This is an optimization exercise on Yosys and OpenROAD, whose aim is small area and a short achievable clock period, not a production implementation.
Function not checked in this run: the RTL went through the layout flow alone.
No activity file was given, so power comes from the tool's default toggle rates.

==> design.v <==
module RGB_to_Gray(input CLK, input [7:0] R, input [7:0] G, input [7:0] B, input In_Valid, output reg [7:0] Gray, output reg Out_Valid);
    reg [7:0] r, g, b; reg v0;
    always @(posedge CLK) begin r <= R; g <= G; b <= B; v0 <= In_Valid; end
    wire w8 = ({r[7], r[6], r[5], r[4], r[3], r[2], r[1], r[0]} >= 8'd2);
    wire w9 = ({r[7], r[6], r[5], r[4], r[3], r[2], r[1], r[0]} >= 8'd4);
    wire w10 = ({r[7], r[6], r[5], r[4], r[3], r[2], r[1], r[0]} >= 8'd7);
    wire w11 = ({r[7], r[6], r[5], r[4], r[3], r[2], r[1], r[0]} >= 8'd14);
    wire w12 = ({r[7], r[6], r[5], r[4], r[3], r[2], r[1], r[0]} >= 8'd27);
    wire w13 = ({r[7], r[6], r[5], r[4], r[3], r[2], r[1], r[0]} >= 8'd54);
    wire w14 = ({r[7], r[6], r[5], r[4], r[3], r[2], r[1], r[0]} >= 8'd108);
    wire w15 = ({r[7], r[6], r[5], r[4], r[3], r[2], r[1], r[0]} >= 8'd215);
    wire w24 = ({g[7], g[6], g[5], g[4], g[3], g[2], g[1], g[0]} >= 8'd2);
    wire w25 = ({g[7], g[6], g[5], g[4], g[3], g[2], g[1], g[0]} >= 8'd4);
    wire w26 = ({g[7], g[6], g[5], g[4], g[3], g[2], g[1], g[0]} >= 8'd7);
    wire w27 = ({g[7], g[6], g[5], g[4], g[3], g[2], g[1], g[0]} >= 8'd14);
    wire w28 = ({g[7], g[6], g[5], g[4], g[3], g[2], g[1], g[0]} >= 8'd28);
    wire w29 = ({g[7], g[6], g[5], g[4], g[3], g[2], g[1], g[0]} >= 8'd55);
    wire w30 = ({g[7], g[6], g[5], g[4], g[3], g[2], g[1], g[0]} >= 8'd110);
    wire w31 = ({g[7], g[6], g[5], g[4], g[3], g[2], g[1], g[0]} >= 8'd219);
    wire w41 = ({b[7], b[6], b[5], b[4], b[3], b[2], b[1], b[0]} >= 8'd3);
    wire w42 = ({b[7], b[6], b[5], b[4], b[3], b[2], b[1], b[0]} >= 8'd5);
    wire w43 = ({b[7], b[6], b[5], b[4], b[3], b[2], b[1], b[0]} >= 8'd9);
    wire w44 = ({b[7], b[6], b[5], b[4], b[3], b[2], b[1], b[0]} >= 8'd18);
    wire w45 = ({b[7], b[6], b[5], b[4], b[3], b[2], b[1], b[0]} >= 8'd36);
    wire w46 = ({b[7], b[6], b[5], b[4], b[3], b[2], b[1], b[0]} >= 8'd71);
    wire w47 = ({b[7], b[6], b[5], b[4], b[3], b[2], b[1], b[0]} >= 8'd141);
    wire w48_0, w48_1; ha u48 (r[2], r[1], w48_0, w48_1);
    wire w49_0, w49_1; fa u49 (r[3], r[2], r[1], w49_0, w49_1);
    wire w50_0, w50_1; fa u50 (r[4], r[3], r[2], w50_0, w50_1);
    wire w51_0, w51_1; fa u51 (r[5], r[4], r[3], w51_0, w51_1);
    wire w52_0, w52_1; fa u52 (r[6], r[5], r[4], w52_0, w52_1);
    wire w53_0, w53_1; fa u53 (r[7], r[6], r[5], w53_0, w53_1);
    wire w54_0, w54_1; ha u54 (r[1], r[0], w54_0, w54_1);
    wire w55_0, w55_1; fa u55 (r[0], w48_0, w11, w55_0, w55_1);
    wire w56_0, w56_1; fa u56 (w48_1, w12, w49_0, w56_0, w56_1);
    wire w57_0, w57_1; fa u57 (w49_1, w13, w50_0, w57_0, w57_1);
    wire w58_0, w58_1; fa u58 (w50_1, w14, w51_0, w58_0, w58_1);
    wire w59_0, w59_1; fa u59 (w51_1, w15, w52_0, w59_0, w59_1);
    wire w60_0, w60_1; fa u60 (r[0], w52_1, w53_0, w60_0, w60_1);
    wire w61_0, w61_1; ha u61 (r[0], w9, w61_0, w61_1);
    wire w62_0, w62_1; fa u62 (w54_0, w10, w61_1, w62_0, w62_1);
    wire w63_0, w63_1; fa u63 (w54_1, w55_0, w62_1, w63_0, w63_1);
    wire w64_0, w64_1; fa u64 (w55_1, w56_0, w63_1, w64_0, w64_1);
    wire w65_0, w65_1; fa u65 (w56_1, w57_0, w64_1, w65_0, w65_1);
    wire w66_0, w66_1; fa u66 (w57_1, w58_0, w65_1, w66_0, w66_1);
    wire w67_0, w67_1; fa u67 (w58_1, w59_0, w66_1, w67_0, w67_1);
    wire w68_0, w68_1; fa u68 (p59_1_1, p60_0_1, p67_1_1, w68_0, w68_1);
    wire w69_0, w69_1; ha u69 (g[4], g[0], w69_0, w69_1);
    wire w70_0, w70_1; fa u70 (g[5], g[1], w31, w70_0, w70_1);
    wire w71_0, w71_1; fa u71 (g[6], g[2], g[0], w71_0, w71_1);
    wire w72_0, w72_1; ha u72 (g[0], w26, w72_0, w72_1);
    wire w73_0, w73_1; fa u73 (g[1], w27, w72_1, w73_0, w73_1);
    wire w74_0, w74_1; fa u74 (g[2], w28, w73_1, w74_0, w74_1);
    wire w75_0, w75_1; fa u75 (g[3], w29, w74_1, w75_0, w75_1);
    wire w76_0, w76_1; fa u76 (w69_0, w30, w75_1, w76_0, w76_1);
    wire w77_0, w77_1; fa u77 (w69_1, w70_0, w76_1, w77_0, w77_1);
    wire w78_0, w78_1; fa u78 (w70_1, w71_0, w77_1, w78_0, w78_1);
    wire w79 = ~w8;
    wire w80 = w61_0 & w79;
    wire w81 = ~w24;
    wire w82 = w25 & w81;
    wire w83 = ~w9;
    wire w84 = w62_0 & w83;
    wire w85 = ~w25;
    wire w86 = w72_0 & w85;
    wire w87 = ~w10;
    wire w88 = w63_0 & w87;
    wire w89 = ~w26;
    wire w90 = w73_0 & w89;
    wire w91 = ~w11;
    wire w92 = w64_0 & w91;
    wire w93 = ~w27;
    wire w94 = w74_0 & w93;
    wire w95 = ~w12;
    wire w96 = w65_0 & w95;
    wire w97 = ~w28;
    wire w98 = w75_0 & w97;
    wire w99 = ~w13;
    wire w100 = w66_0 & w99;
    wire w101 = ~w29;
    wire w102 = w76_0 & w101;
    wire w103 = ~w14;
    wire w104 = w67_0 & w103;
    wire w105 = ~w30;
    wire w106 = w77_0 & w105;
    wire w107 = ~p15_0_1;
    wire w108 = w68_0 & w107;
    wire w109 = ~p31_0_1;
    wire w110 = p78_0_1 & w109;
    wire w111_0, w111_1; ha u111 (r[7], r[6], w111_0, w111_1);
    wire w112_0, w112_1; fa u112 (r[7], r[2], r[0], w112_0, w112_1);
    wire w113_0, w113_1; fa u113 (g[7], g[3], g[1], w113_0, w113_1);
    wire w114_0, w114_1; fa u114 (r[3], r[1], r[0], w114_0, w114_1);
    wire w115_0, w115_1; fa u115 (r[4], r[2], r[1], w115_0, w115_1);
    wire w116_0, w116_1; fa u116 (r[5], r[3], r[2], w116_0, w116_1);
    wire w117_0, w117_1; ha u117 (r[0], g[6], w117_0, w117_1);
    wire w118_0, w118_1; fa u118 (r[6], r[4], r[3], w118_0, w118_1);
    wire w119_0, w119_1; fa u119 (r[1], g[7], g[5], w119_0, w119_1);
    wire w120_0, w120_1; fa u120 (r[7], r[5], r[4], w120_0, w120_1);
    wire w121_0, w121_1; ha u121 (r[2], g[6], w121_0, w121_1);
    wire w122_0, w122_1; fa u122 (r[6], r[5], r[3], w122_0, w122_1);
    wire w123_0, w123_1; ha u123 (g[7], g[6], w123_0, w123_1);
    wire w124_0, w124_1; fa u124 (r[7], r[6], r[4], w124_0, w124_1);
    wire w125_0, w125_1; ha u125 (r[0], g[7], w125_0, w125_1);
    wire w126_0, w126_1; ha u126 (r[7], r[5], w126_0, w126_1);
    wire w127_0, w127_1; ha u127 (r[5], r[2], w127_0, w127_1);
    wire w128_0, w128_1; fa u128 (r[6], r[3], r[2], w128_0, w128_1);
    wire w129_0, w129_1; fa u129 (r[7], r[4], r[3], w129_0, w129_1);
    wire w130_0, w130_1; fa u130 (r[5], r[4], r[1], w130_0, w130_1);
    wire w131_0, w131_1; fa u131 (r[6], r[5], r[2], w131_0, w131_1);
    wire w132_0, w132_1; ha u132 (r[7], r[6], w132_0, w132_1);
    wire w133_0, w133_1; fa u133 (r[1], w111_0, w53_1, w133_0, w133_1);
    wire w134_0, w134_1; fa u134 (g[0], w111_1, w71_1, w134_0, w134_1);
    wire w135_0, w135_1; ha u135 (w112_0, w113_0, w135_0, w135_1);
    wire w136_0, w136_1; fa u136 (g[4], g[2], g[1], w136_0, w136_1);
    wire w137_0, w137_1; fa u137 (w112_1, w113_1, w114_0, w137_0, w137_1);
    wire w138_0, w138_1; fa u138 (g[5], g[3], g[2], w138_0, w138_1);
    wire w139_0, w139_1; fa u139 (g[0], w114_1, w115_0, w139_0, w139_1);
    wire w140_0, w140_1; fa u140 (g[4], g[3], g[1], w140_0, w140_1);
    wire w141_0, w141_1; fa u141 (w117_0, w115_1, w116_0, w141_0, w141_1);
    wire w142_0, w142_1; fa u142 (g[4], g[2], w117_1, w142_0, w142_1);
    wire w143_0, w143_1; fa u143 (w116_1, w118_0, w119_0, w143_0, w143_1);
    wire w144_0, w144_1; fa u144 (g[5], g[3], w121_0, w144_0, w144_1);
    wire w145_0, w145_1; fa u145 (w118_1, w119_1, w120_0, w145_0, w145_1);
    wire w146_0, w146_1; fa u146 (g[4], g[0], w121_1, w146_0, w146_1);
    wire w147_0, w147_1; fa u147 (w123_0, w120_1, w122_0, w147_0, w147_1);
    wire w148_0, w148_1; fa u148 (g[5], g[1], w123_1, w148_0, w148_1);
    wire w149_0, w149_1; fa u149 (w125_0, w122_1, w124_0, w149_0, w149_1);
    wire w150_0, w150_1; fa u150 (r[1], g[6], g[2], w150_0, w150_1);
    wire w151_0, w151_1; fa u151 (w125_1, w126_0, w124_1, w151_0, w151_1);
    wire w152_0, w152_1; fa u152 (r[6], r[2], g[7], w152_0, w152_1);
    wire w153_0, w153_1; fa u153 (g[3], g[0], w126_1, w153_0, w153_1);
    wire w154_0, w154_1; fa u154 (r[7], r[3], r[0], w154_0, w154_1);
    wire w155_0, w155_1; fa u155 (g[4], g[1], g[0], w155_0, w155_1);
    wire w156_0, w156_1; fa u156 (r[4], r[1], r[0], w156_0, w156_1);
    wire w157_0, w157_1; fa u157 (g[5], g[2], g[1], w157_0, w157_1);
    wire w158_0, w158_1; fa u158 (r[1], g[6], g[3], w158_0, w158_1);
    wire w159_0, w159_1; fa u159 (g[2], g[0], w127_0, w159_0, w159_1);
    wire w160_0, w160_1; fa u160 (g[7], g[4], g[3], w160_0, w160_1);
    wire w161_0, w161_1; fa u161 (g[1], w127_1, w128_0, w161_0, w161_1);
    wire w162_0, w162_1; fa u162 (r[0], g[5], g[4], w162_0, w162_1);
    wire w163_0, w163_1; fa u163 (g[2], w128_1, w129_0, w163_0, w163_1);
    wire w164_0, w164_1; fa u164 (g[6], g[5], g[3], w164_0, w164_1);
    wire w165_0, w165_1; fa u165 (g[0], w129_1, w130_0, w165_0, w165_1);
    wire w166_0, w166_1; fa u166 (g[7], g[6], g[4], w166_0, w166_1);
    wire w167_0, w167_1; fa u167 (g[1], w130_1, w131_0, w167_0, w167_1);
    wire w168_0, w168_1; fa u168 (r[3], g[7], g[5], w168_0, w168_1);
    wire w169_0, w169_1; fa u169 (g[2], w132_0, w131_1, w169_0, w169_1);
    wire w170_0, w170_1; fa u170 (r[7], r[4], g[6], w170_0, w170_1);
    wire w171_0, w171_1; ha u171 (g[3], w132_1, w171_0, w171_1);
    wire w172_0, w172_1; ha u172 (r[5], g[7], w172_0, w172_1);
    wire w173_0, w173_1; ha u173 (w133_0, w60_1, w173_0, w173_1);
    wire w174_0, w174_1; fa u174 (w133_1, w135_0, w134_0, w174_0, w174_1);
    wire w175_0, w175_1; fa u175 (w136_0, w135_1, w134_1, w175_0, w175_1);
    wire w176_0, w176_1; fa u176 (w136_1, w138_0, w137_1, w176_0, w176_1);
    wire w177_0, w177_1; fa u177 (w138_1, w140_0, w139_1, w177_0, w177_1);
    wire w178_0, w178_1; fa u178 (w140_1, w142_0, w141_1, w178_0, w178_1);
    wire w179_0, w179_1; fa u179 (w142_1, w144_0, w143_1, w179_0, w179_1);
    wire w180_0, w180_1; fa u180 (w144_1, w146_0, w145_1, w180_0, w180_1);
    wire w181_0, w181_1; fa u181 (w146_1, w148_0, w147_1, w181_0, w181_1);
    wire w182_0, w182_1; fa u182 (w150_0, w148_1, w149_1, w182_0, w182_1);
    wire w183_0, w183_1; fa u183 (w150_1, w152_0, w153_0, w183_0, w183_1);
    wire w184_0, w184_1; fa u184 (w152_1, w154_0, w155_0, w184_0, w184_1);
    wire w185_0, w185_1; fa u185 (w154_1, w155_1, w156_0, w185_0, w185_1);
    wire w186_0, w186_1; fa u186 (w156_1, w157_1, w158_0, w186_0, w186_1);
    wire w187_0, w187_1; fa u187 (w158_1, w160_0, w159_1, w187_0, w187_1);
    wire w188_0, w188_1; fa u188 (w160_1, w162_0, w161_1, w188_0, w188_1);
    wire w189_0, w189_1; fa u189 (w162_1, w164_0, w163_1, w189_0, w189_1);
    wire w190_0, w190_1; fa u190 (w164_1, w166_0, w165_1, w190_0, w190_1);
    wire w191_0, w191_1; fa u191 (w166_1, w168_0, w167_1, w191_0, w191_1);
    wire w192_0, w192_1; fa u192 (w168_1, w170_0, w171_0, w192_0, w192_1);
    wire w193_0, w193_1; fa u193 (g[4], w172_0, w170_1, w193_0, w193_1);
    wire w194_0, w194_1; ha u194 (r[6], g[5], w194_0, w194_1);
    wire w195_0, w195_1; ha u195 (p173_0_1, w110, w195_0, w195_1);
    wire w196_0, w196_1; fa u196 (p173_1_1, p174_0_1, p78_1_1, w196_0, w196_1);
    wire w197_0, w197_1; fa u197 (w137_0, w174_1, w175_0, w197_0, w197_1);
    wire w198_0, w198_1; fa u198 (w139_0, w175_1, w176_0, w198_0, w198_1);
    wire w199_0, w199_1; fa u199 (w141_0, w176_1, w177_0, w199_0, w199_1);
    wire w200_0, w200_1; fa u200 (w143_0, w177_1, w178_0, w200_0, w200_1);
    wire w201_0, w201_1; fa u201 (w145_0, w178_1, w179_0, w201_0, w201_1);
    wire w202_0, w202_1; fa u202 (w147_0, w179_1, w180_0, w202_0, w202_1);
    wire w203_0, w203_1; fa u203 (w149_0, w180_1, w181_0, w203_0, w203_1);
    wire w204_0, w204_1; fa u204 (w151_0, w181_1, w182_0, w204_0, w204_1);
    wire w205_0, w205_1; fa u205 (w151_1, w183_0, w182_1, w205_0, w205_1);
    wire w206_0, w206_1; fa u206 (w153_1, w184_0, w183_1, w206_0, w206_1);
    wire w207_0, w207_1; fa u207 (w157_0, w184_1, w185_0, w207_0, w207_1);
    wire w208_0, w208_1; fa u208 (w159_0, w185_1, w186_0, w208_0, w208_1);
    wire w209_0, w209_1; fa u209 (w186_1, w161_0, w187_0, w209_0, w209_1);
    wire w210_0, w210_1; fa u210 (w163_0, w187_1, w188_0, w210_0, w210_1);
    wire w211_0, w211_1; fa u211 (w165_0, w188_1, w189_0, w211_0, w211_1);
    wire w212_0, w212_1; fa u212 (w167_0, w189_1, w190_0, w212_0, w212_1);
    wire w213_0, w213_1; fa u213 (w169_0, w190_1, w191_0, w213_0, w213_1);
    wire w214_0, w214_1; fa u214 (w169_1, w192_0, w191_1, w214_0, w214_1);
    wire w215_0, w215_1; fa u215 (w171_1, w193_0, w192_1, w215_0, w215_1);
    wire w216_0, w216_1; fa u216 (w172_1, w194_0, w193_1, w216_0, w216_1);
    wire w217_0, w217_1; fa u217 (r[7], g[6], w194_1, w217_0, w217_1);
    wire w219 = w205_1 & w206_0;
    wire w220 = w206_1 | w207_0;
    wire w221 = w206_1 & w207_0;
    wire w222 = w207_1 | w208_0;
    wire w223 = w207_1 & w208_0;
    wire w224 = w208_1 | w209_0;
    wire w225 = w208_1 & w209_0;
    wire w226 = w209_1 | w210_0;
    wire w227 = w209_1 & w210_0;
    wire w228 = w210_1 | w211_0;
    wire w229 = w210_1 & w211_0;
    wire w230 = w211_1 | w212_0;
    wire w231 = w211_1 & w212_0;
    wire w232 = w212_1 | w213_0;
    wire w233 = w212_1 & w213_0;
    wire w234 = w213_1 | w214_0;
    wire w235 = w213_1 & w214_0;
    wire w236 = w214_1 | w215_0;
    wire w237 = w214_1 & w215_0;
    wire w238 = w215_1 | w216_0;
    wire w239 = w215_1 & w216_0;
    wire w240 = w216_1 | w217_0;
    wire w241 = w216_1 & w217_0;
    wire w242 = w217_1 | g[7];
    wire w243 = w217_1 & g[7];
    wire w244 = w221 | (w220 & w219);
    wire w246 = w225 | (w224 & w223);
    wire w247 = w224 & w222;
    wire w248 = w229 | (w228 & w227);
    wire w249 = w228 & w226;
    wire w250 = w233 | (w232 & w231);
    wire w251 = w232 & w230;
    wire w252 = w237 | (w236 & w235);
    wire w253 = w236 & w234;
    wire w254 = w241 | (w240 & w239);
    wire w255 = w240 & w238;
    wire w258 = w246 | (w247 & w244);
    wire w260 = w231 | (w230 & w248);
    wire w261 = w230 & w249;
    wire w262 = w250 | (w251 & w248);
    wire w263 = w251 & w249;
    wire w264 = w239 | (w238 & w252);
    wire w265 = w238 & w253;
    wire w266 = w254 | (w255 & w252);
    wire w267 = w255 & w253;
    wire w268 = w227 | (w226 & w258);
    wire w270 = w248 | (w249 & w258);
    wire w272 = w260 | (w261 & w258);
    wire w274 = w262 | (w263 & w258);
    wire w276 = w243 | (w242 & w266);
    wire w277 = w242 & w267;
    wire w278 = w235 | (w234 & w274);
    wire w280 = w252 | (w253 & w274);
    wire w282 = w264 | (w265 & w274);
    wire w284 = w266 | (w267 & w274);
    wire w286 = w276 | (w277 & w274);
    wire w288 = |{w210_1, w211_1, w212_1, w213_1, w214_1, w215_1, w216_1, w217_1, w211_0, w212_0, w213_0, w214_0, w215_0, w216_0, w217_0, g[7], w268};
    wire w289 = |{w211_1, w212_1, w213_1, w214_1, w215_1, w216_1, w217_1, w212_0, w213_0, w214_0, w215_0, w216_0, w217_0, g[7], w270};
    wire w290 = |{w212_1, w213_1, w214_1, w215_1, w216_1, w217_1, w213_0, w214_0, w215_0, w216_0, w217_0, g[7], w272};
    wire w291 = |{w213_1, w214_1, w215_1, w216_1, w217_1, w214_0, w215_0, w216_0, w217_0, g[7], w274};
    wire w292 = |{w214_1, w215_1, w216_1, w217_1, w215_0, w216_0, w217_0, g[7], w278};
    wire w293 = |{w215_1, w216_1, w217_1, w216_0, w217_0, g[7], w280};
    wire w294 = |{w216_1, w217_1, w217_0, g[7], w282};
    wire w295 = |{w217_1, g[7], w284};
    wire w296 = |{p286_0_1};
    wire w297 = ~b[0];
    wire w298 = ~b[1];
    wire w299 = ~b[2];
    wire w300 = ~b[3];
    wire w301 = ~b[4];
    wire w302 = ~b[5];
    wire w303 = ~b[6];
    wire w304 = ~b[7];
    wire w305_0, w305_1; fa u305 (b[6], b[4], b[2], w305_0, w305_1);
    wire w306_0, w306_1; ha u306 (b[7], b[5], w306_0, w306_1);
    wire w307_0, w307_1; ha u307 (b[6], b[4], w307_0, w307_1);
    wire w308_0, w308_1; ha u308 (b[7], b[5], w308_0, w308_1);
    wire w309_0, w309_1; ha u309 (b[4], b[2], w309_0, w309_1);
    wire w310_0, w310_1; fa u310 (b[5], b[3], b[1], w310_0, w310_1);
    wire w311_0, w311_1; fa u311 (w297, w47, w305_0, w311_0, w311_1);
    wire w312_0, w312_1; fa u312 (b[3], w298, w306_0, w312_0, w312_1);
    wire w313_0, w313_1; fa u313 (b[0], w299, w306_1, w313_0, w313_1);
    wire w314_0, w314_1; fa u314 (b[1], w300, w307_1, w314_0, w314_1);
    wire w315_0, w315_1; fa u315 (b[6], b[2], w301, w315_0, w315_1);
    wire w316_0, w316_1; ha u316 (b[2], b[0], w316_0, w316_1);
    wire w317_0, w317_1; fa u317 (b[3], b[1], w44, w317_0, w317_1);
    wire w318_0, w318_1; fa u318 (b[0], w309_0, w45, w318_0, w318_1);
    wire w319_0, w319_1; fa u319 (w309_1, w46, w310_0, w319_0, w319_1);
    wire w320; xn u320 (w310_1, w311_0, w320);
    wire w321 = w310_1 | w311_0;
    wire w322_0, w322_1; fa u322 (w305_1, w312_0, w311_1, w322_0, w322_1);
    wire w323_0, w323_1; fa u323 (w307_0, w312_1, w313_0, w323_0, w323_1);
    wire w324_0, w324_1; fa u324 (w308_0, w313_1, w314_0, w324_0, w324_1);
    wire w325_0, w325_1; fa u325 (w308_1, w315_0, w314_1, w325_0, w325_1);
    wire w326_0, w326_1; ha u326 (b[0], w41, w326_0, w326_1);
    wire w327_0, w327_1; fa u327 (b[1], w42, w326_1, w327_0, w327_1);
    wire w328_0, w328_1; fa u328 (w316_0, w43, w327_1, w328_0, w328_1);
    wire w329_0, w329_1; fa u329 (w316_1, w317_0, w328_1, w329_0, w329_1);
    wire w330_0, w330_1; fa u330 (w317_1, w318_0, w329_1, w330_0, w330_1);
    wire w331_0, w331_1; fa u331 (w318_1, w319_0, w330_1, w331_0, w331_1);
    wire w332_0, w332_1; fa u332 (w319_1, w320, w331_1, w332_0, w332_1);
    wire w333_0, w333_1; fa u333 (w321, w322_0, w332_1, w333_0, w333_1);
    wire w334_0, w334_1; fa u334 (p322_1_1, p323_0_1, p333_1_1, w334_0, w334_1);
    wire w335_0, w335_1; fa u335 (p323_1_1, p324_0_1, w334_1, w335_0, w335_1);
    wire w336_0, w336_1; fa u336 (p324_1_1, p325_0_1, w335_1, w336_0, w336_1);
    wire w337 = ~w42;
    wire w338 = w328_0 & w337;
    wire w339 = w338 & w288;
    wire w340 = ~w339;
    wire w341 = ~w43;
    wire w342 = w329_0 & w341;
    wire w343 = w342 & w289;
    wire w344 = ~p343_0_1;
    wire w345 = ~w44;
    wire w346 = w330_0 & w345;
    wire w347 = w346 & w290;
    wire w348 = ~p347_0_1;
    wire w349 = ~w45;
    wire w350 = w331_0 & w349;
    wire w351 = w350 & w291;
    wire w352 = ~p351_0_1;
    wire w353 = ~w46;
    wire w354 = w332_0 & w353;
    wire w355 = p354_0_1 & p292_0_1;
    wire w356 = ~w355;
    wire w357 = ~p47_0_1;
    wire w358 = p333_0_1 & w357;
    wire w359 = w358 & p293_0_1;
    wire w360 = ~w359;
    wire w361 = w334_0 & p294_0_1;
    wire w362 = ~w361;
    wire w363 = w335_0 & p295_0_1;
    wire w364 = ~w363;
    wire w365 = w336_0 & w296;
    wire w366 = ~w365;
    wire w367_0, w367_1; fa u367 (b[7], b[3], w302, w367_0, w367_1);
    wire w368_0, w368_1; ha u368 (w297, w315_1, w368_0, w368_1);
    wire w369_0, w369_1; ha u369 (b[4], w303, w369_0, w369_1);
    wire w370_0, w370_1; ha u370 (b[7], b[5], w370_0, w370_1);
    wire w371_0, w371_1; ha u371 (b[6], b[1], w371_0, w371_1);
    wire w372_0, w372_1; ha u372 (b[7], b[2], w372_0, w372_1);
    wire w373_0, w373_1; fa u373 (w367_0, w368_0, w325_1, w373_0, w373_1);
    wire w374_0, w374_1; fa u374 (w298, w369_0, w367_1, w374_0, w374_1);
    wire w375_0, w375_1; ha u375 (w368_1, w197_0, w375_0, w375_1);
    wire w376_0, w376_1; fa u376 (b[5], w304, w299, w376_0, w376_1);
    wire w377_0, w377_1; fa u377 (w369_1, w197_1, w198_0, w377_0, w377_1);
    wire w378_0, w378_1; fa u378 (b[6], w300, w198_1, w378_0, w378_1);
    wire w379 = ~w199_0;
    wire w380_0, w380_1; fa u380 (b[7], w301, w297, w380_0, w380_1);
    wire w381_0, w381_1; ha u381 (w199_1, w200_0, w381_0, w381_1);
    wire w382_0, w382_1; fa u382 (w302, w298, w200_1, w382_0, w382_1);
    wire w383_0, w383_1; fa u383 (b[0], w303, w299, w383_0, w383_1);
    wire w384_0, w384_1; fa u384 (b[1], w304, w300, w384_0, w384_1);
    wire w385_0, w385_1; fa u385 (b[2], b[0], w301, w385_0, w385_1);
    wire w386_0, w386_1; ha u386 (w203_1, w204_0, w386_0, w386_1);
    wire w387_0, w387_1; fa u387 (b[3], b[1], w302, w387_0, w387_1);
    wire w388; xn u388 (w204_1, w205_0, w388);
    wire w389 = w204_1 | w205_0;
    wire w390_0, w390_1; fa u390 (b[4], b[2], w303, w390_0, w390_1);
    wire w391_0, w391_1; fa u391 (w297, w206_0, w205_1, w391_0, w391_1);
    wire w392_0, w392_1; fa u392 (b[5], b[3], w304, w392_0, w392_1);
    wire w393_0, w393_1; fa u393 (w298, w207_0, w206_1, w393_0, w393_1);
    wire w394_0, w394_1; fa u394 (b[6], b[4], w299, w394_0, w394_1);
    wire w395; xn u395 (w207_1, w208_0, w395);
    wire w396 = w207_1 | w208_0;
    wire w397_0, w397_1; fa u397 (b[0], w300, w370_0, w397_0, w397_1);
    wire w398; xn u398 (w208_1, w209_0, w398);
    wire w399 = w208_1 | w209_0;
    wire w400_0, w400_1; fa u400 (w301, w370_1, w371_0, w400_0, w400_1);
    wire w401; xn u401 (w209_1, w210_0, w401);
    wire w402 = w209_1 | w210_0;
    wire w403_0, w403_1; fa u403 (w302, w371_1, w372_0, w403_0, w403_1);
    wire w404; xn u404 (w210_1, w211_0, w404);
    wire w405 = w210_1 | w211_0;
    wire w406_0, w406_1; fa u406 (b[3], w303, w372_1, w406_0, w406_1);
    wire w407; xn u407 (w211_1, w212_0, w407);
    wire w408 = w211_1 | w212_0;
    wire w409_0, w409_1; fa u409 (b[4], w304, w212_1, w409_0, w409_1);
    wire w410 = ~w213_0;
    wire w411_0, w411_1; ha u411 (b[5], w213_1, w411_0, w411_1);
    wire w412_0, w412_1; ha u412 (b[6], w215_0, w412_0, w412_1);
    wire w413_0, w413_1; ha u413 (b[7], w216_0, w413_0, w413_1);
    wire w414_0, w414_1; ha u414 (w80, w338, w414_0, w414_1);
    wire w415_0, w415_1; fa u415 (w82, w84, w342, w415_0, w415_1);
    wire w416_0, w416_1; fa u416 (w86, w88, w346, w416_0, w416_1);
    wire w417_0, w417_1; fa u417 (w90, w92, w350, w417_0, w417_1);
    wire w418_0, w418_1; fa u418 (p94_0_1, p96_0_1, p354_0_1, w418_0, w418_1);
    wire w419_0, w419_1; fa u419 (p98_0_1, p100_0_1, w358, w419_0, w419_1);
    wire w420_0, w420_1; fa u420 (p102_0_1, p104_0_1, w334_0, w420_0, w420_1);
    wire w421_0, w421_1; fa u421 (p106_0_1, w108, w335_0, w421_0, w421_1);
    wire w422_0, w422_1; fa u422 (w68_1, w195_0, w336_0, w422_0, w422_1);
    wire w423_0, w423_1; fa u423 (p373_0_1, w196_0, w195_1, w423_0, w423_1);
    wire w424_0, w424_1; fa u424 (w374_0, w373_1, w375_0, w424_0, w424_1);
    wire w425_0, w425_1; fa u425 (w376_0, w374_1, w375_1, w425_0, w425_1);
    wire w426_0, w426_1; fa u426 (w376_1, w379, w377_1, w426_0, w426_1);
    wire w427_0, w427_1; fa u427 (w380_0, w199_0, w378_1, w427_0, w427_1);
    wire w428_0, w428_1; fa u428 (w380_1, w201_0, w381_1, w428_0, w428_1);
    wire w429_0, w429_1; fa u429 (w383_0, w201_1, w202_0, w429_0, w429_1);
    wire w430_0, w430_1; fa u430 (w383_1, w384_0, w202_1, w430_0, w430_1);
    wire w431_0, w431_1; fa u431 (w384_1, w385_0, w386_0, w431_0, w431_1);
    wire w432_0, w432_1; fa u432 (w385_1, w387_0, w388, w432_0, w432_1);
    wire w433_0, w433_1; fa u433 (w387_1, w390_0, w389, w433_0, w433_1);
    wire w434_0, w434_1; fa u434 (w390_1, w392_0, w393_0, w434_0, w434_1);
    wire w435_0, w435_1; fa u435 (w392_1, w394_0, w395, w435_0, w435_1);
    wire w436_0, w436_1; fa u436 (w394_1, w397_0, w396, w436_0, w436_1);
    wire w437_0, w437_1; fa u437 (w397_1, w400_0, w399, w437_0, w437_1);
    wire w438_0, w438_1; fa u438 (w400_1, w403_0, w402, w438_0, w438_1);
    wire w439_0, w439_1; fa u439 (w403_1, w406_0, w405, w439_0, w439_1);
    wire w440_0, w440_1; fa u440 (w406_1, w410, w408, w440_0, w440_1);
    wire w441_0, w441_1; fa u441 (w214_0, w213_0, w411_0, w441_0, w441_1);
    wire w442_0, w442_1; fa u442 (w214_1, w412_0, w411_1, w442_0, w442_1);
    wire w443_0, w443_1; fa u443 (w215_1, w413_0, w412_1, w443_0, w443_1);
    wire w444_0, w444_1; fa u444 (w217_0, w216_1, w413_1, w444_0, w444_1);
    wire w445_0, w445_1; ha u445 (g[7], w217_1, w445_0, w445_1);
    wire w446_0, w446_1; ha u446 (w414_0, w340, w446_0, w446_1);
    wire w447_0, w447_1; fa u447 (p414_1_1, p415_0_1, w344, w447_0, w447_1);
    wire w448_0, w448_1; fa u448 (p415_1_1, p416_0_1, w348, w448_0, w448_1);
    wire w449_0, w449_1; fa u449 (p416_1_1, w352, p417_0_1, w449_0, w449_1);
    wire w450_0, w450_1; fa u450 (p417_1_1, w356, w418_0, w450_0, w450_1);
    wire w451_0, w451_1; fa u451 (w418_1, w360, w419_0, w451_0, w451_1);
    wire w452_0, w452_1; fa u452 (w419_1, w362, w420_0, w452_0, w452_1);
    wire w453_0, w453_1; fa u453 (w420_1, w364, w421_0, w453_0, w453_1);
    wire w454_0, w454_1; fa u454 (w421_1, w366, w422_0, w454_0, w454_1);
    wire w455_0, w455_1; fa u455 (w423_0, w336_1, w422_1, w455_0, w455_1);
    wire w456_0, w456_1; fa u456 (p424_0_1, w196_1, w423_1, w456_0, w456_1);
    wire w457_0, w457_1; fa u457 (w377_0, w424_1, w425_0, w457_0, w457_1);
    wire w458_0, w458_1; fa u458 (w378_0, w425_1, w426_0, w458_0, w458_1);
    wire w459_0, w459_1; fa u459 (w381_0, w426_1, w427_0, w459_0, w459_1);
    wire w460_0, w460_1; fa u460 (w382_0, w427_1, w428_0, w460_0, w460_1);
    wire w461_0, w461_1; fa u461 (w382_1, w429_0, w428_1, w461_0, w461_1);
    wire w462_0, w462_1; fa u462 (w203_0, w429_1, w430_0, w462_0, w462_1);
    wire w463; xn u463 (w430_1, w431_0, w463);
    wire w464 = w430_1 | w431_0;
    wire w465_0, w465_1; fa u465 (w386_1, w432_0, w431_1, w465_0, w465_1);
    wire w466_0, w466_1; fa u466 (w391_0, w432_1, w433_0, w466_0, w466_1);
    wire w467_0, w467_1; fa u467 (w391_1, w433_1, w434_0, w467_0, w467_1);
    wire w468_0, w468_1; fa u468 (w393_1, w435_0, w434_1, w468_0, w468_1);
    wire w469_0, w469_1; fa u469 (w398, w435_1, w436_0, w469_0, w469_1);
    wire w470_0, w470_1; fa u470 (w436_1, w401, w437_0, w470_0, w470_1);
    wire w471_0, w471_1; fa u471 (w404, w437_1, w438_0, w471_0, w471_1);
    wire w472_0, w472_1; fa u472 (w407, w438_1, w439_0, w472_0, w472_1);
    wire w473_0, w473_1; fa u473 (w409_0, w439_1, w440_0, w473_0, w473_1);
    wire w474_0, w474_1; fa u474 (w409_1, w440_1, w441_0, w474_0, w474_1);
    wire w475; xn u475 (w441_1, w442_0, w475);
    wire w476 = w441_1 | w442_0;
    wire w477; xn u477 (p443_0_1, p442_1_1, w477);
    wire w478 = p443_0_1 | p442_1_1;
    wire w479; xn u479 (w444_0, w443_1, w479);
    wire w480 = w444_0 | w443_1;
    wire w481; xn u481 (w445_0, w444_1, w481);
    wire w482 = w445_0 | w444_1;
    wire w483 = ~w445_1;
    wire w484 = p446_1_1 | w447_0;
    wire w485 = p446_1_1 & w447_0;
    wire w486 = w447_1 | w448_0;
    wire w487 = w447_1 & w448_0;
    wire w488 = w448_1 | w449_0;
    wire w489 = w448_1 & w449_0;
    wire w490 = w449_1 | w450_0;
    wire w491 = w449_1 & w450_0;
    wire w492 = w450_1 | w451_0;
    wire w493 = w450_1 & w451_0;
    wire w494 = w451_1 | w452_0;
    wire w495 = w451_1 & w452_0;
    wire w496 = w452_1 | w453_0;
    wire w497 = w452_1 & w453_0;
    wire w498 = w453_1 | w454_0;
    wire w499 = w453_1 & w454_0;
    wire w500 = w454_1 | w455_0;
    wire w501 = w454_1 & w455_0;
    wire w502 = w455_1 | w456_0;
    wire w503 = w455_1 & w456_0;
    wire w504 = w456_1 | p457_0_1;
    wire w505 = w456_1 & p457_0_1;
    wire w506 = p457_1_1 | p458_0_1;
    wire w507 = p457_1_1 & p458_0_1;
    wire w508 = w458_1 | w459_0;
    wire w509 = w458_1 & w459_0;
    wire w510 = w459_1 | w460_0;
    wire w511 = w459_1 & w460_0;
    wire w512 = w460_1 | w461_0;
    wire w513 = w460_1 & w461_0;
    wire w514 = w461_1 | w462_0;
    wire w515 = w461_1 & w462_0;
    wire w516 = w462_1 | w463;
    wire w517 = w462_1 & w463;
    wire w518 = w464 | w465_0;
    wire w519 = w464 & w465_0;
    wire w520 = w465_1 | w466_0;
    wire w521 = w465_1 & w466_0;
    wire w522 = w466_1 | w467_0;
    wire w523 = w466_1 & w467_0;
    wire w524 = w467_1 | w468_0;
    wire w525 = w467_1 & w468_0;
    wire w526 = w468_1 | w469_0;
    wire w527 = w468_1 & w469_0;
    wire w528 = w469_1 | w470_0;
    wire w529 = w469_1 & w470_0;
    wire w530 = w470_1 | w471_0;
    wire w531 = w470_1 & w471_0;
    wire w532_0, w532_1; ha u532 (w471_1, w472_0, w532_0, w532_1);
    wire w533_0, w533_1; ha u533 (w472_1, w473_0, w533_0, w533_1);
    wire w534_0, w534_1; ha u534 (w473_1, w474_0, w534_0, w534_1);
    wire w535_0, w535_1; ha u535 (w474_1, w475, w535_0, w535_1);
    wire w536_0, w536_1; ha u536 (p476_0_1, w477, w536_0, w536_1);
    wire w537_0, w537_1; ha u537 (w478, p479_0_1, w537_0, w537_1);
    wire w538_0, w538_1; ha u538 (p480_0_1, p481_0_1, w538_0, w538_1);
    wire w539_0, w539_1; ha u539 (w482, w483, w539_0, w539_1);
    wire w540 = w531 | (w530 & w529);
    wire w541 = w530 & w528;
    wire w542 = w527 | (w526 & w525);
    wire w543 = w526 & w524;
    wire w544 = w540 | (w541 & w542);
    wire w545 = w541 & w543;
    wire w546 = w523 | (w522 & w521);
    wire w547 = w522 & w520;
    wire w548 = w546 | (w547 & w519);
    wire w549 = w547 & w518;
    wire w550 = p544_0_1 | (p545_0_1 & p548_0_1);
    wire w551 = p545_0_1 & p549_0_1;
    wire w552 = w517 | (w516 & w515);
    wire w553 = w516 & w514;
    wire w554 = w552 | (w553 & w513);
    wire w555 = w553 & w512;
    wire w556 = w511 | (w510 & w509);
    wire w557 = w510 & w508;
    wire w558 = p556_0_1 | (p557_0_1 & w507);
    wire w559 = p557_0_1 & w506;
    wire w560 = p554_0_1 | (p555_0_1 & w558);
    wire w561 = p555_0_1 & w559;
    wire w562 = w550 | (w551 & w560);
    wire w563 = w551 & w561;
    wire w564 = w505 | (w504 & w503);
    wire w565 = w504 & w502;
    wire w566 = w564 | (w565 & w501);
    wire w567 = w565 & w500;
    wire w568 = w499 | (w498 & w497);
    wire w569 = w498 & w496;
    wire w570 = w568 | (w569 & w495);
    wire w571 = w569 & w494;
    wire w572 = w566 | (w567 & w570);
    wire w573 = w567 & w571;
    wire w574 = w493 | (w492 & w491);
    wire w575 = w492 & w490;
    wire w576 = w574 | (w575 & w489);
    wire w577 = w575 & w488;
    wire w578 = w487 | (w486 & w485);
    wire w579 = w486 & w484;
    wire w580 = w578 | (w579 & p446_0_1);
    wire w581 = w576 | (w577 & w580);
    wire w583 = w572 | (w573 & w581);
    wire w585 = w562 | (w563 & w583);
    wire w587 = w533_1 | (w533_0 & w532_1);
    wire w588 = p533_0_1 & p532_0_1;
    wire w589 = w535_1 | (w535_0 & w534_1);
    wire w590 = p535_0_1 & p534_0_1;
    wire w591 = w537_1 | (w537_0 & w536_1);
    wire w592 = w537_0 & w536_0;
    wire w595 = p534_1_1 | (p534_0_1 & p587_0_1);
    wire w596 = p534_0_1 & w588;
    wire w597 = p589_0_1 | (w590 & p587_0_1);
    wire w598 = w590 & w588;
    wire w599 = w538_1 | (w538_0 & w591);
    wire w600 = w538_0 & w592;
    wire w603 = w536_1 | (w536_0 & w597);
    wire w604 = w536_0 & w598;
    wire w605 = w591 | (w592 & w597);
    wire w606 = w592 & w598;
    wire w607 = w599 | (w600 & w597);
    wire w608 = w600 & w598;
    wire w611 = p532_1_1 | (p532_0_1 & w585);
    wire w612 = p587_0_1 | (w588 & w585);
    wire w613 = w595 | (w596 & w585);
    wire w614 = w597 | (w598 & w585);
    wire w615 = w603 | (w604 & w585);
    wire w616 = w605 | (w606 & w585);
    wire w617 = w607 | (w608 & w585);
    wire w619; xr u619 (p532_0_1, w585, w619);
    wire w620; xr u620 (p533_0_1, w611, w620);
    wire w621; xr u621 (p534_0_1, w612, w621);
    wire w622; xr u622 (p535_0_1, w613, w622);
    wire w623; xr u623 (w536_0, w614, w623);
    wire w624; xr u624 (w537_0, w615, w624);
    wire w625; xr u625 (w538_0, w616, w625);
    wire w626; xr u626 (p539_0_1, w617, w626);
    reg p15_0_1;
    reg p59_1_1;
    reg p60_0_1;
    reg p67_1_1;
    reg p31_0_1;
    reg p78_0_1;
    reg p173_0_1;
    reg p173_1_1;
    reg p174_0_1;
    reg p78_1_1;
    reg p286_0_1;
    reg p47_0_1;
    reg p322_1_1;
    reg p323_0_1;
    reg p333_1_1;
    reg p323_1_1;
    reg p324_0_1;
    reg p324_1_1;
    reg p325_0_1;
    reg p343_0_1;
    reg p347_0_1;
    reg p351_0_1;
    reg p354_0_1;
    reg p292_0_1;
    reg p333_0_1;
    reg p293_0_1;
    reg p294_0_1;
    reg p295_0_1;
    reg p94_0_1;
    reg p96_0_1;
    reg p98_0_1;
    reg p100_0_1;
    reg p102_0_1;
    reg p104_0_1;
    reg p106_0_1;
    reg p373_0_1;
    reg p414_1_1;
    reg p415_0_1;
    reg p415_1_1;
    reg p416_0_1;
    reg p416_1_1;
    reg p417_0_1;
    reg p417_1_1;
    reg p424_0_1;
    reg p443_0_1;
    reg p442_1_1;
    reg p446_1_1;
    reg p457_0_1;
    reg p457_1_1;
    reg p458_0_1;
    reg p476_0_1;
    reg p479_0_1;
    reg p480_0_1;
    reg p481_0_1;
    reg p544_0_1;
    reg p545_0_1;
    reg p548_0_1;
    reg p549_0_1;
    reg p556_0_1;
    reg p557_0_1;
    reg p554_0_1;
    reg p555_0_1;
    reg p446_0_1;
    reg p533_0_1;
    reg p532_1_1;
    reg p532_0_1;
    reg p535_0_1;
    reg p534_1_1;
    reg p534_0_1;
    reg p587_0_1;
    reg p589_0_1;
    reg p539_0_1;
    always @(posedge CLK) begin
        p15_0_1 <= w15;
        p59_1_1 <= w59_1;
        p60_0_1 <= w60_0;
        p67_1_1 <= w67_1;
        p31_0_1 <= w31;
        p78_0_1 <= w78_0;
        p173_0_1 <= w173_0;
        p173_1_1 <= w173_1;
        p174_0_1 <= w174_0;
        p78_1_1 <= w78_1;
        p286_0_1 <= w286;
        p47_0_1 <= w47;
        p322_1_1 <= w322_1;
        p323_0_1 <= w323_0;
        p333_1_1 <= w333_1;
        p323_1_1 <= w323_1;
        p324_0_1 <= w324_0;
        p324_1_1 <= w324_1;
        p325_0_1 <= w325_0;
        p343_0_1 <= w343;
        p347_0_1 <= w347;
        p351_0_1 <= w351;
        p354_0_1 <= w354;
        p292_0_1 <= w292;
        p333_0_1 <= w333_0;
        p293_0_1 <= w293;
        p294_0_1 <= w294;
        p295_0_1 <= w295;
        p94_0_1 <= w94;
        p96_0_1 <= w96;
        p98_0_1 <= w98;
        p100_0_1 <= w100;
        p102_0_1 <= w102;
        p104_0_1 <= w104;
        p106_0_1 <= w106;
        p373_0_1 <= w373_0;
        p414_1_1 <= w414_1;
        p415_0_1 <= w415_0;
        p415_1_1 <= w415_1;
        p416_0_1 <= w416_0;
        p416_1_1 <= w416_1;
        p417_0_1 <= w417_0;
        p417_1_1 <= w417_1;
        p424_0_1 <= w424_0;
        p443_0_1 <= w443_0;
        p442_1_1 <= w442_1;
        p446_1_1 <= w446_1;
        p457_0_1 <= w457_0;
        p457_1_1 <= w457_1;
        p458_0_1 <= w458_0;
        p476_0_1 <= w476;
        p479_0_1 <= w479;
        p480_0_1 <= w480;
        p481_0_1 <= w481;
        p544_0_1 <= w544;
        p545_0_1 <= w545;
        p548_0_1 <= w548;
        p549_0_1 <= w549;
        p556_0_1 <= w556;
        p557_0_1 <= w557;
        p554_0_1 <= w554;
        p555_0_1 <= w555;
        p446_0_1 <= w446_0;
        p533_0_1 <= w533_0;
        p532_1_1 <= w532_1;
        p532_0_1 <= w532_0;
        p535_0_1 <= w535_0;
        p534_1_1 <= w534_1;
        p534_0_1 <= w534_0;
        p587_0_1 <= w587;
        p589_0_1 <= w589;
        p539_0_1 <= w539_0;
    end
    reg v1; always @(posedge CLK) v1 <= v0;
    always @(posedge CLK) begin Gray <= {w626, w625, w624, w623, w622, w621, w620, w619}; Out_Valid <= v1; end
endmodule
module fa(input a, input b, input c, output s, output co);
    assign s = a ^ b ^ c;
    assign co = (a & b) | (a & c) | (b & c);
endmodule
module ha(input a, input b, output s, output co);
    assign s = a ^ b;
    assign co = a & b;
endmodule
module xr(input a, input b, output y);
    assign y = a ^ b;
endmodule
module xn(input a, input b, output y);
    assign y = ~(a ^ b);
endmodule
module ao(input g1, input p1, input g0, output y);
    assign y = g1 | (p1 & g0);
endmodule
module an2(input a, input b, output y);
    assign y = a & b;
endmodule
module or2(input a, input b, output y);
    assign y = a | b;
endmodule
==> flow/run.sh <==
#!/bin/bash
# Standard ORFS layout with the standard synthesis unchanged. Port buffers are
# sky130_fd_sc_hd__buf_2, and timing repair is asked to reach a setup slack of
# 11.95 ns at the design's own clock period and constraints.
set -euo pipefail
export SETUP_SLACK_MARGIN=11.95
export BUFFER_PORTS_ARGS="-buffer_cell sky130_fd_sc_hd__buf_2"
bash standard.sh synth > synth.log 2>&1
bash standard.sh > layout.log 2>&1
==> standard.sh <==
#!/bin/bash
# synth_recipe.tcl (not shown) runs the flow's synth.tcl, then flattens the netlist and writes it again
# the make line also repeats each setting of config.mk as NAME=value (left out here)
make -C /OpenROAD-flow-scripts/flow DESIGN_CONFIG=/design/flow/config.mk WORK_HOME=/design/flow/orfs CLKGATE_MAP_FILE= SYNTH_SCRIPT=/design/flow/synth_recipe.tcl "${@:-finish}"
==> config.mk <==
export PLATFORM = sky130hd
export DESIGN_NAME = RGB_to_Gray
export DESIGN_NICKNAME = RGB_to_Gray
export VERILOG_FILES = /design/flow/design.v
export SDC_FILE = /design/flow/constraint.sdc
export NUM_CORES = 8
export LEC_CHECK = 0
export CAP_MARGIN = 20
export CORE_MARGIN = 2
export CORE_UTILIZATION = 60
export PLACE_DENSITY = 0.75
export SLEW_MARGIN = 20
export SYNTH_HIERARCHICAL = 1
export SYNTH_MINIMUM_KEEP_SIZE = 0
==> constraint.sdc <==
create_clock -name core_clock -period 16.0 [get_ports {CLK}]
set_input_delay 3.2000 -clock core_clock [delete_from_list [all_inputs] [get_ports {CLK}]]
set_output_delay 3.2000 -clock core_clock [all_outputs]
set_load 0.01 [all_outputs]
==> reports/results.ini <==
[status]
outcome=no timing/DRC/antenna violations

[final_layout]
layout-area-overhead-vs-synth_pct=20.25
fin_cells=944
post_route_cells_drive_above_1_share=0.3276
finish.net_count=1049
mostFrequentLayoutCell=sky130_fd_sc_hd__fa_1
postLayoutCellArea_um2=10500
number_of_diodes=0
layout.cells.most_common_list=168 x sky130_fd_sc_hd__fa_1, 83 x sky130_fd_sc_hd__dfxtp_1, 54 x sky130_fd_sc_hd__buf_4

[clock_network]
htreeDepth=3
worst_skew_pair.late_latency_ns=0.37
clock-sinks=107
tritoncts_clock_tree=built
reg_clk_slew_reported_paths_ns=0.07
cts-buffers-inserted=9
cts_root_buffer=sky130_fd_sc_hd__clkbuf_16
clk_path_buf_depth=2

[critical_path]
critical_path.startpoint_type=flip-flop
crit_type=flip-flop to flip-flop
cp-endpoint=Gray[7]
timing.critical_path.fanout_max=3
reg2reg_depth=13
timing.critical_path.to_type=flip-flop
worst-endpoint-required_ns=16.26
critPathArrivalTime_ns=4.56
reg2reg_slack_ns=11.70
cp-startpoint=p322_1_1
crit-reg2reg-launch=p322_1_1
critical_path.reg2reg.endpoint=Gray[7]

[place]
dp.cells=862
dp_hpwl_um=15220
placement.cell_area_um2=9171
numPortBuffers=34
place_worst_setup_slack_ns=11.49
gp_congestion=0.8928

[synthesis]
mappedNetlistArea_um2=8731
synth_edf_count=0
postSynthAreaPerCell_um2=13.56
ys_seq_elements=107
syn_inst=644
yosysWarningCount=7
dominantRegCellSynth=sky130_fd_sc_hd__dfxtp_1
fraction_of_the_yosys_area_taken_by_sequential_cells=0.2453
post_synth_num_cell_types=53
post_synthesis_net_count=938
postSynth.asyncResetShare=0

[sta]
drv_slew=0
report.final.setup_viol=0
finalWorstSetupSlack_ns=11.70
hold_viol=0
final_min_period_over_clock_period=0.2689
grt_setup_unrepaired=true
skew_ns=0.01230
final.min_clock_period_ns=4.302
clock.fmax_mhz=232.4
final.setup.tns_ns=0

[job]
cap_viol_max_count=0

[power_and_ir_drop]
p_sw_uw=918.0
seq_power_share=0.189
clkPwrFrac=0.108
pwr-share-comb=0.702
p_leak_nw=4.170
worst_ir_drop_vdd_mv=0.1778
switching_share=0.4301
p_int_mw=1.216
power.density_nw_per_um2=203.3

[floorplan]
die_width_um=124.6
row_count=44
core_area_um2=14370
start_util=0.6076
dieArea_um2=15530
boundaryPins=35
dieHeight_um=124.6

[drt]
detail-route-antenna-nets=0
drt_drc_violations_left=0
detail_route.vias_per_cell=5.963
routed_wl_um=21170
drt-initial-drc-count=362
route.detailed.wl_per_inst_um=22.42
via_count=5629
first_pass_iters=5

[hold_path]
min_path_type=flip-flop to flip-flop
hold-path-cell-count=0

[global_routing]
maximum_number_of_pins_on_one_net_before_global_route_repair=18
grt_antenna_before_repair=0
via_count_of_the_first_global_routing_pass=6207
wire_length_of_the_first_global_routing_pass_um=33060
grt.overflow.total=0
grt.total_usage=0.2846

cells in the mapped netlist, types with 2 or more instances:
master | instances | area (um2)
sky130_fd_sc_hd__a21o_1 | 7 | 52.55
sky130_fd_sc_hd__a21oi_1 | 22 | 110.1
sky130_fd_sc_hd__a22oi_1 | 3 | 22.52
sky130_fd_sc_hd__a31o_1 | 2 | 17.52
sky130_fd_sc_hd__a31oi_1 | 13 | 81.33
sky130_fd_sc_hd__a41oi_1 | 2 | 17.52
sky130_fd_sc_hd__and2_1 | 4 | 25.02
sky130_fd_sc_hd__and3_1 | 9 | 56.30
sky130_fd_sc_hd__dfxtp_1 | 107 | 2142
sky130_fd_sc_hd__fa_1 | 221 | 4424
sky130_fd_sc_hd__ha_1 | 47 | 588.1
sky130_fd_sc_hd__inv_1 | 30 | 112.6
sky130_fd_sc_hd__maj3_1 | 6 | 60.06
sky130_fd_sc_hd__maj3_2 | 2 | 22.52
sky130_fd_sc_hd__nand2_1 | 32 | 120.1
sky130_fd_sc_hd__nand3_1 | 5 | 25.02
sky130_fd_sc_hd__nand4_1 | 3 | 18.77
sky130_fd_sc_hd__nor2_1 | 36 | 135.1
sky130_fd_sc_hd__nor2b_1 | 4 | 25.02
sky130_fd_sc_hd__nor3_1 | 10 | 50.05
sky130_fd_sc_hd__nor4_1 | 4 | 25.02
sky130_fd_sc_hd__o21a_1 | 2 | 15.01
sky130_fd_sc_hd__o21ai_0 | 5 | 25.02
sky130_fd_sc_hd__o21bai_1 | 5 | 37.54
sky130_fd_sc_hd__o22a_1 | 2 | 17.52
sky130_fd_sc_hd__o22ai_1 | 5 | 31.28
sky130_fd_sc_hd__o31ai_1 | 4 | 30.03
sky130_fd_sc_hd__or2_1 | 4 | 25.02
sky130_fd_sc_hd__or2_2 | 6 | 37.54
sky130_fd_sc_hd__xnor2_1 | 12 | 105.1
sky130_fd_sc_hd__xor2_1 | 8 | 70.07
logic make-up after synthesis:
family / after synthesis / share of synthesized area
other cells: 1 / 0.0004295
buf+inv: 31 / 0.01333
simple gates: 121 / 0.06521
compound gates: 88 / 0.07209
xor+xnor: 20 / 0.02006
fa+ha+maj: 276 / 0.5835
flops: 107 / 0.2453
worst max-delay path, cell delays in order (launching register included):
cell and delay (ns):
sky130_fd_sc_hd__dfxtp_1 0.32, sky130_fd_sc_hd__fa_2 0.39, sky130_fd_sc_hd__fa_2 0.35, sky130_fd_sc_hd__fa_2 0.60, sky130_fd_sc_hd__fa_1 0.44, sky130_fd_sc_hd__fa_1 0.50
sky130_fd_sc_hd__o22ai_2 0.16, sky130_fd_sc_hd__nor4_1 0.08, sky130_fd_sc_hd__a211oi_2 0.40, sky130_fd_sc_hd__o31ai_4 0.12, sky130_fd_sc_hd__a31o_4 0.28, sky130_fd_sc_hd__a221oi_4 0.26
sky130_fd_sc_hd__o21ai_1 0.13, sky130_fd_sc_hd__xor2_1 0.16
per-module statistics from Yosys (local to each module, per instance):
module | flip-flops and latches | cells inside
xn | 0 | 1
xr | 0 | 1
ha | 0 | 1
fa | 0 | 1
RGB_to_Gray | 107 | 356
how the worst min path moves through the flow:
stage               startpoint   endpoint  slack, ns
global route                v0         v1       0.34
detailed placement          v0         v1       0.31
floorplan                   v1  Out_Valid       0.31
finish                      v0         v1       0.33
CTS                         v0         v1       0.33
global placement            v0         v1       0.31
what timing repair did:
item                       in CTS  in global routing
cloned                          0                  0
gates resized for setup        72                 68
pin swaps                      18                 58
hold buffers                    0                  0
buffers inserted               37                 29
setup endpoints to repair      40                 33
layout make-up:
| class | instances | area, um2 |
|---|---|---|
| inverter | 31 | 146.4 |
| timing repair buffer | 100 | 745.7 |
| sequential | 107 | 2220 |
| multi-input combinational | 506 | 6854 |
| clock inverter | 5 | 60.06 |
| tap | 184 | 230.2 |
| fill | 897 | 3870 |
| clock buffer | 11 | 242.7 |
sequential cells by signal (all words and copies together), names as in the netlist, 8 cells and up:
| name | flops |
|---|---|
| b | 8 |
| g | 8 |
| r | 8 |
| Gray | 8 |
metal layers:
metal | GRT usage | part of all wire | vias up
li1 | - | - | 2382
met1 | 0.3668 | 0.38 | 2979
met2 | 0.4867 | 0.52 | 221
met3 | 0.05241 | 0.066 | 47
met4 | 0.1044 | 0.036 | 0
met5 | 0 | 0 | -
per-stage QoR:
step	hold slack, ns	utilization	power (mW)
after floorplan	0.3096	-	1.351
after global placement	0.3142	0.6383	1.605
after detailed placement	0.3121	0.6383	1.659
after CTS	0.3292	0.6983	1.993
after global routing	0.3426	0.7307	2.315
final	0.3289	0.7307	2.134
power groups by stage:
| stage | Sequential [mW] | Combinational (mW) | Clock (mW) |
|---|---|---|---|
| 6_report | 0.404 | 1.50 | 0.231 |
| 4_1_cts | 0.406 | 1.35 | 0.234 |
| 3_5_place_dp | 0.418 | 1.24 | 0 |
| 3_3_place_gp | 0.416 | 1.19 | 0 |
| 5_1_grt | 0.412 | 1.66 | 0.245 |
| 2_1_floorplan | 0.405 | 0.945 | 0 |

-- what the ideal ports hide --
In the flow no input, the clock included, has a driving cell. The finished layout below was timed again as built, in two steps. Step 1 (the two cells are an assumption about what drives the block):
set clk [get_ports {CLK}]
set_driving_cell -lib_cell sky130_fd_sc_hd__clkbuf_16 $clk
set_driving_cell -lib_cell sky130_fd_sc_hd__buf_2 [delete_from_list [all_inputs] $clk]
Step 2 moves the port delays by t, midway between the first and last clock arrival at a register: inputs arrive t later, outputs are due t later. That takes back most of the time a late clock gives input paths. Slacks: no drivers / after step 1 / after step 2; pairs: no drivers / after step 1.
t (ns): 0.406
setup slack, ns: 11.698 / 11.698 / 11.698
worst setup path after step 2: register to register
After both steps setup and hold are still met in this run. The setup slack of this run moves by 0.000 ns with the drivers and by 0.000 ns with both steps.
